From an optimization exercise on the open Yosys and OpenROAD flow, aimed at small area, a short achievable clock period and few clock cycles; shortcuts taken in it are not production practice. No functional check of the RTL was part of this run. Power and IR drop assume default switching activity.

[flow/design.v]
`default_nettype none
module div #(parameter WIDTH=32) (   
    input                  i_rst,    
    input                  i_clk,    
    input                  i_start,  
    output reg             o_busy,   
    output reg             o_done,   
    output reg             o_valid,  
    output reg             o_dbz,    
    input      [WIDTH-1:0] i_a,      
    input      [WIDTH-1:0] i_b,      
    output reg [WIDTH-1:0] o_val,    
    output reg [WIDTH-1:0] o_rem     
);
    reg [WIDTH-1:0] b1;              
    reg [WIDTH-1:0] quo, quo_next;   
    reg [WIDTH:0] acc, acc_next;     
    reg [$clog2(WIDTH)-1:0] i;       
    always @(*) begin
        if (acc >= {1'b0, b1}) begin
            acc_next = acc - b1;
            {acc_next, quo_next} = {acc_next[WIDTH-1:0], quo, 1'b1};
        end else begin
            {acc_next, quo_next} = {acc, quo} << 1;
        end
    end
    always @(posedge i_clk) begin
        o_done <= 0;
        if (i_start) begin
            o_valid <= 0;
            i <= 0;
            if (i_b == 0) begin   
                o_busy <= 0;
                o_done <= 1;
                o_dbz <= 1;
            end else begin
                o_busy <= 1;
                o_dbz <= 0;
                b1 <= i_b;
                {acc, quo} <= {{WIDTH{1'b0}}, i_a, 1'b0};   
            end
        end else if (o_busy) begin
            if (i == {$clog2(WIDTH){1'b1}}) begin   
                o_busy <= 0;
                o_done <= 1;
                o_valid <= 1;
                o_val <= quo_next;
                o_rem <= acc_next[WIDTH:1];   
            end else begin   
                i <= i + 1;
                acc <= acc_next;
                quo <= quo_next;
            end
        end
        if (i_rst) begin
            o_busy <= 0;
            o_done <= 0;
            o_valid <= 0;
            o_dbz <= 0;
            o_val <= 0;
            o_rem <= 0;
        end
    end
endmodule
`default_nettype none
module or32(
    input               i_rst,
    input               i_clk,
    output reg [31:0]   o_addr,
    output reg [31:0]   o_dat_w,
    output reg [3:0]    o_we,
    input      [31:0]   i_dat_r,
	output reg          o_stb,
	input               i_ack
);
    localparam FETCH      = 4'd0;
    localparam FETCH_WAIT = 4'd1;
    localparam EXECUTE    = 4'd2;
    localparam LOAD       = 4'd3;
    localparam LOAD_WAIT  = 4'd4;
    localparam STORE      = 4'd5;
    localparam STORE_WAIT = 4'd6;
    localparam DIV_WAIT   = 4'd7;
    reg [31:0] regs[16];
    reg [3:0] state;
    reg [31:0] instr;
    wire [7:0] opcode = instr[7:0];
    wire [7:0] arg1 = instr[15:8];
    wire [7:0] arg2 = instr[23:16];
    wire [7:0] arg3 = instr[31:24];
    wire [31:0] arg1_val = (arg1[7:4] == 4'h8) ? regs[arg1[3:0]] : (arg1[7:4] < 4'h8) ? {24'h0, arg1} : {24'hFFFFFF, arg1}; 
    wire [31:0] arg2_val = (arg2[7:4] == 4'h8) ? regs[arg2[3:0]] : (arg2[7:4] < 4'h8) ? {24'h0, arg2} : {24'hFFFFFF, arg2}; 
    wire [31:0] arg3_val = (arg3[7:4] == 4'h8) ? regs[arg3[3:0]] : (arg3[7:4] < 4'h8) ? {24'h0, arg3} : {24'hFFFFFF, arg3}; 
    wire [31:0] next_ip = regs[4'hF] + 32'h4;
    wire [31:0] addr = arg2_val + arg3_val;
    reg div_start;
    wire div_done;
    reg [31:0] div_a, div_b;
    wire [31:0] div_val;
    div div(
        .i_rst(i_rst),
        .i_clk(i_clk),
        .i_start(div_start),
        .o_busy(),
        .o_done(div_done),
        .o_valid(),
        .o_dbz(),
        .i_a(div_a),
        .i_b(div_b),
        .o_val(div_val),
        .o_rem()
    );
    always @(posedge i_clk) begin
        if (i_rst) begin
            state <= FETCH;
            o_we <= 4'h0;
            o_stb <= 1'b0;
            regs[4'hE] <= 32'h00000000;
            regs[4'hF] <= 32'h00000000;
            div_start <= 1'b0;
        end else begin
            case (state)
                FETCH: begin
                    o_addr <= regs[4'hF];
                    regs[4'hF] <= next_ip;
                    o_stb <= 1'b1;
                    state <= FETCH_WAIT;
                end
                FETCH_WAIT: begin
                    o_stb <= 1'b0;
                    if (i_ack) begin
                        instr <= i_dat_r;
                        state <= EXECUTE;
                    end
                end
                EXECUTE: begin
                    state <= FETCH;
                    if (opcode[7:4] == 4'h7) begin
                        case (opcode[3:0])
                            4'h0:
                                regs[arg1[3:0]] <= arg2_val + arg3_val;
                            4'h1:
                                regs[arg1[3:0]] <= arg2_val - arg3_val;
                            4'h2:
                                regs[arg1[3:0]] <= arg2_val * arg3_val;
                            4'h3: begin
                                div_a <= arg2_val;
                                div_b <= arg3_val;
                                div_start <= 1'b1;
                                state <= DIV_WAIT;
                            end
                            4'h4:
                                regs[arg1[3:0]] <= arg2_val & arg3_val;
                            4'h5:
                                regs[arg1[3:0]] <= arg2_val | arg3_val;
                            4'h6:
                                regs[arg1[3:0]] <= arg2_val << arg3_val;
                            4'h7:
                                regs[arg1[3:0]] <= arg2_val >> arg3_val;
                            4'h8:
                                state <= LOAD;
                            4'hA:
                                state <= LOAD;
                            4'h9:
                                state <= STORE;
                            4'hB:
                                state <= STORE;
                            4'hC:
                                regs[arg1[3:0]] <= {regs[arg1[3:0]][15:0], arg3, arg2}; 
                            4'hD:
                                regs[arg1[3:0]] <= arg2_val < arg3_val ? 32'd1 : 32'd0;
                            4'hE:
                                if (arg1_val == 32'd0)
                                    regs[4'hF] <= regs[4'hF] + {{{14{arg3[7]}}, arg3, arg2}, 2'b00};
                            4'hF: begin
                            end
                        endcase
                    end
                end
                LOAD: begin
                    o_addr <= {addr[31:2], 2'b0};
                    o_stb <= 1'b1;
                    state <= LOAD_WAIT;
                end
                LOAD_WAIT: begin
                    o_stb <= 1'b0;
                    if (i_ack) begin
                        if (opcode[3:0] == 4'hA) begin
                            case (addr[1:0])
                                2'b00: regs[arg1[3:0]] <= {24'd0, i_dat_r[7:0]};
                                2'b01: regs[arg1[3:0]] <= {24'd0, i_dat_r[15:8]};
                                2'b10: regs[arg1[3:0]] <= {24'd0, i_dat_r[23:16]};
                                2'b11: regs[arg1[3:0]] <= {24'd0, i_dat_r[31:24]};
                            endcase
                        end else begin
                            regs[arg1[3:0]] <= i_dat_r;
                        end
                        state <= FETCH;
                    end
                end
                STORE: begin
                    o_addr <= {addr[31:2], 2'b0};
                    if (opcode[3:0] == 4'hB) begin
                        case (addr[1:0])
                            2'b00: begin
                                o_dat_w <= {24'd0, arg1_val[7:0]};
                                o_we <= 4'b0001;
                            end
                            2'b01: begin
                                o_dat_w <= {16'd0, arg1_val[7:0], 8'd0};
                                o_we <= 4'b0010;
                            end
                            2'b10: begin
                                o_dat_w <= {8'd0, arg1_val[7:0], 16'd0};
                                o_we <= 4'b0100;
                            end
                            2'b11: begin
                                o_dat_w <= {arg1_val[7:0], 24'd0};
                                o_we <= 4'b1000;
                            end
                        endcase
                    end else begin
                        o_dat_w <= arg1_val;
                        o_we <= 4'b1111;
                    end
                    o_stb <= 1'b1;
                    state <= STORE_WAIT;
                end
                STORE_WAIT: begin
                    o_stb <= 1'b0;
                    if (i_ack) begin
                        o_we <= 4'h0;
                        state <= FETCH;
                    end
                end
                DIV_WAIT: begin
                    div_start <= 1'b0;
                    if (div_done) begin
                        regs[arg1[3:0]] <= div_val;
                        state <= FETCH;
                    end
                end
                default: begin
                    state <= FETCH;
                end
            endcase
        end
    end
endmodule
[flow/run.sh]
#!/bin/bash
# synth_recipe.tcl (not shown) runs the flow's synth.tcl, then flattens the netlist and writes it again
# the make line also repeats each setting of config.mk as NAME=value (left out here)
make -C /OpenROAD-flow-scripts/flow DESIGN_CONFIG=/design/flow/config.mk WORK_HOME=/design/flow/orfs CLKGATE_MAP_FILE= SYNTH_SCRIPT=/design/flow/synth_recipe.tcl finish
[flow/config.mk]
export PLATFORM = sky130hd
export DESIGN_NAME = or32
export DESIGN_NICKNAME = or32
export VERILOG_FILES = /design/flow/design.v
export SDC_FILE = /design/flow/constraint.sdc
export NUM_CORES = 4
export LEC_CHECK = 0
export CAP_MARGIN = 20
export CORE_MARGIN = 2
export CORE_UTILIZATION = 40
export SLEW_MARGIN = 20
[flow/constraint.sdc]
create_clock -name core_clock -period 13.0 [get_ports {i_clk}]
set_input_delay 2.6000 -clock core_clock [delete_from_list [all_inputs] [get_ports {i_clk}]]
set_output_delay 2.6000 -clock core_clock [all_outputs]
set_load 0.01 [all_outputs]
==> flow_summary.toml <==
[detailed_routing]
routed-wl-met3_mm = 42.13
post-route-drc-count = 0
top_layer = "met5"
vias = 58420
dr.first_iter.drc_count = 8801
wl_met1_mm = 112.3
wl_per_cell_um = 36.05
route.met2.wl_mm = 137.8
ant_nets = 0
via_per_inst = 6.565
drt-total-wl_mm = 320.8
drt_first_pass_iters = 7

[layout]
syn2layout_area_growth_pct = 10.86
postLayoutCoreUtil_pct = 44.56
design_area_sq_um = 77290
drive_gt1_share_pct = 15.20
nNetsFinal = 7196

[timing]
drv_slew = 0
fmax_ghz = 0.08305
clock_skew_ns = 0.05980
maxSlewHeadroom_pct = 13.48
finalHoldViolCount = 0
period_share_pct = 92.62
rsz0062_at_grt = "no"
period_needed_ns = 12.04
worstMarginPinSlew_ns = 1.290
tns_ns = 0
setup_violations = 0

[critical_path]
critPathLaunchType = "flip-flop"
critPathSlowestCell = "dfxtp_4"
crit_type = "reg -> reg"
cp_data_required_time_ns = 13.52
critical_path.max_fanout = 37
end_kind = "flip-flop"
arrival_ns = 12.56
cpMostUsedCell = "fa_1"
slowest_delay_ns = 0.72

[clocking]
clkTransAtPathRegs_ns = 0.06
cts.repair.resized = 0
insertion_delay_ns = 0.79
cts.hold.buffers_added = 0
numCtsBuffers = 93
cts_sinks = 829
cts_setup_buffers = 0
cts_tree = "yes"
clk_path_buf_depth = 3
cts_htree_levels = 3
clockRootBuffer = "clkbuf_16"

[global_route]
antenna_found_initial = 37
track_usage_pct = 35.59
grt_pass1_wl_mm = 444.7
grt_start_max_net_pins = 91
overflow = 0
grt_pass1_vias = 56910

[yosys]
synth_edf_count = 769
async_flop_share_pct = 0
synth_seq_cells = 829
ys_types = 117
yosys-top-cells-area = "edfxtp_1 (33%), mux4_2 (13%), fa_1 (12%)"
netlist.area_leader.share_pct = 33.12
yosysSeqAreaShare_pct = 34.84
yosysTopAreaCell = "edfxtp_1"
syn-cell-area_sq_um = 69720
synth_nets = 7153
yosys_warnings = 2
syn_area_per_cell_sq_um = 10.85
netlist_instances = 6423
synthFlopType = "edfxtp_1"

[die]
rows = 153
initial_core_util_pct = 40.20
design.core.area_sq_um = 173400
die_h_um = 421.5
die_x_um = 421.5
num_io_pins = 104
die_area_sq_um = 177700

[place]
gp_congestion = 1.106
placed_area_sq_um = 73990
place_hpwl_mm = 238.8
io_buffers = 103

[power_and_ir_drop]
leakagePower_nw = 29.77
power.density_nw_per_um2 = 234.8
vdd_ir_drop_max_mv = 0.6764
clkPwrFrac_pct = 15.5
intPower_mw = 9.337
combPwrFrac_pct = 67.3
p_switching_mw = 8.808
swShare_pct = 48.54
seqPwrFrac_pct = 17.2

[job]
maxCapViolCount = 0

[worst_hold_path]
hold_class = "reg -> reg"
min_from = "div_b[30]"

[status]
status = "no timing/DRC/antenna violations"
==> power groups by stage <==
stage	Clock (mW)	Combinational, mW	Sequential [mW]
2_1_floorplan	0	7.86	3.11
3_3_place_gp	0	11.7	3.17
3_5_place_dp	0	11.7	3.17
4_1_cts	2.84	11.8	3.11
5_1_grt	2.94	13.0	3.12
6_report	2.81	12.2	3.12
==> stage by stage <==
| step | power, mW | hold slack [ns] | setup WS (ns) | cells |
|---|---|---|---|---|
| after floorplan | 10.97 | 0.4268 | 2.395 | 6423 |
| after global placement | 14.83 | 0.4303 | 1.157 | 8695 |
| after detailed placement | 14.82 | 0.4358 | 1.404 | 8696 |
| after CTS | 17.76 | 0.4452 | 1.401 | 8871 |
| after global routing | 19.08 | 0.4560 | 0.9570 | 8872 |
| final | 18.15 | 0.4411 | 0.9589 | 8899 |
==> flip-flops by register name, summed over array words and instances, names as in the netlist, named ones only <==
name and cells:
div.i 5, div.b1 32, o_we 4, div_start 1
div.quo 32, regs 512, o_addr 32, div_b 32
o_dat_w 32, div.o_done 1, o_stb 1, div.o_busy 1
state 3, div.acc 33, instr 32, div_a 32
div.o_val 32
==> cells in the final DEF, fill, tap and decap left out, types with 24 or more instances in the layout <==
| cell type | netlist | layout |
|---|---|---|
| edfxtp_1 | 769 | 769 |
| nand2_1 | 674 | 671 |
| inv_1 | 619 | 616 |
| nor2_1 | 619 | 598 |
| fa_1 | 412 | 412 |
| mux4_2 | 406 | 406 |
| a21oi_1 | 325 | 325 |
| ha_1 | 283 | 283 |
| buf_4 | 23 | 241 |
| o21ai_0 | 236 | 234 |
| mux2i_1 | 165 | 165 |
| xnor2_1 | 150 | 150 |
| clkdlybuf4s50_1 | 0 | 102 |
| nor3_1 | 106 | 101 |
| nand3_1 | 99 | 98 |
| clkbuf_16 | 0 | 96 |
| a211oi_1 | 67 | 66 |
| a21o_1 | 64 | 63 |
| mux2_2 | 60 | 60 |
| o211ai_1 | 53 | 53 |
| xor2_1 | 51 | 51 |
| o22ai_1 | 50 | 50 |
| dfxtp_1 | 60 | 49 |
| a31oi_1 | 47 | 46 |
| and3_1 | 44 | 44 |
| nor2b_1 | 39 | 39 |
| a22oi_1 | 39 | 39 |
| nand2b_1 | 35 | 35 |
| clkinv_1 | 17 | 33 |
| nand4_1 | 33 | 33 |
| o21a_1 | 29 | 29 |
| and2_1 | 29 | 29 |
| diode_2 | 0 | 28 |
| nor4_1 | 28 | 27 |
| a221oi_1 | 27 | 25 |
| or3_1 | 25 | 25 |
| o31ai_1 | 24 | 24 |
==> metal layers <==
| layer | up-vias | track usage, % |
|---|---|---|
| met1 | 29410 | 43.06 |
| met2 | 4420 | 52.55 |
| met4 | 24 | 25.50 |
| met5 | - | 0 |
| li1 | 23370 | - |
| met3 | 1194 | 12.82 |
==> cells in the mapped netlist, types with 33 or more instances <==
master and n:
xnor2_1 150, o211ai_1 53, xor2_1 51, o21ai_0 236, ha_1 283, inv_1 619, a31oi_1 47, a21oi_1 325
nor3_1 106, o22ai_1 50, nand2b_1 35, dfxtp_1 60, nand3_1 99, mux4_2 406, nand2_1 674, nor2_1 619
a22oi_1 39, nor2b_1 39, and3_1 44, clkbuf_1 224, nand4_1 33, a211oi_1 67, buf_1 71, fa_1 412
mux2_2 60, buf_2 61, mux2i_1 165, a21o_1 64, edfxtp_1 769
==> worst paths after layout <==
kind	endpoint	slack, ns	depth (start not counted)
max	regs[15][23]	0.96	32
min reg2reg	div.b1[30]	0.44	0
max reg2reg	regs[15][23]	0.96	32
min	div.b1[30]	0.44	0
==> final cells by class <==
class	instances	area (sq um)
Inverter	650	2447
Multi-Input combinational cell	4542	41380
Clock inverter	61	734.5
Timing Repair Buffer	350	2940
Fill cell	16270	96150
Sequential cell	829	24320
Antenna cell	28	70.07
Tap cell	2325	2909
Clock buffer	114	2490
==> critical path, delay by kind of cell, from the launching register on <==
| family | cells | cell delay, ns |
|---|---|---|
| buffers and inverters | 8 | 1.89 |
| xor gates and xnor gates | 1 | 0.34 |
| DFF | 1 | 0.72 |
| adders and majority gates | 9 | 4.42 |
| AOI/OAI and AO/OA | 13 | 3.88 |
| muxes | 1 | 0.40 |
==> kinds of logic (layout without fill, tap and decap cells) <==
kind of cell / Yosys count / after routing / synth area share, %
multiplexers: 635 / 635 / 16.58
AND/OR/NAND/NOR: 1801 / 1801 / 11.38
flip-flops: 829 / 829 / 34.84
adder cells (fa/ha/maj): 695 / 695 / 16.91
AO/OA/AOI/OAI: 1205 / 1205 / 11.35
other: 0 / 28 / 0
buffers and inverters: 1052 / 1175 / 6.252
XOR/XNOR: 206 / 206 / 2.687

## port drivers added, routing unchanged
The flow's constraints put no driver on any port. The routed layout listed below was extracted and timed again, unchanged, in two steps.
Step 1 sets driving cells, clkbuf_16 on the clock port and buf_2 on the other inputs (assumed; they add their load-dependent delay and slew).
Step 2 moves the port delays by t, midway between the first and last clock arrival at a register: inputs arrive t later, outputs are due t later. That takes back most of the time a late clock gives input paths.
a / b / c = ideal / step 1 / step 2; a / b = the first two.
t (ns): 0.842
setup slack, ns: 0.959 / 0.959 / 0.959
clock arrival spread, ns: 0.063 / 0.062
worst register clock-pin slew, ns: 0.07 / 0.07
After both steps this run still meets setup and hold. The setup slack of this run moves by 0.000 ns with the drivers and by 0.000 ns with both steps.
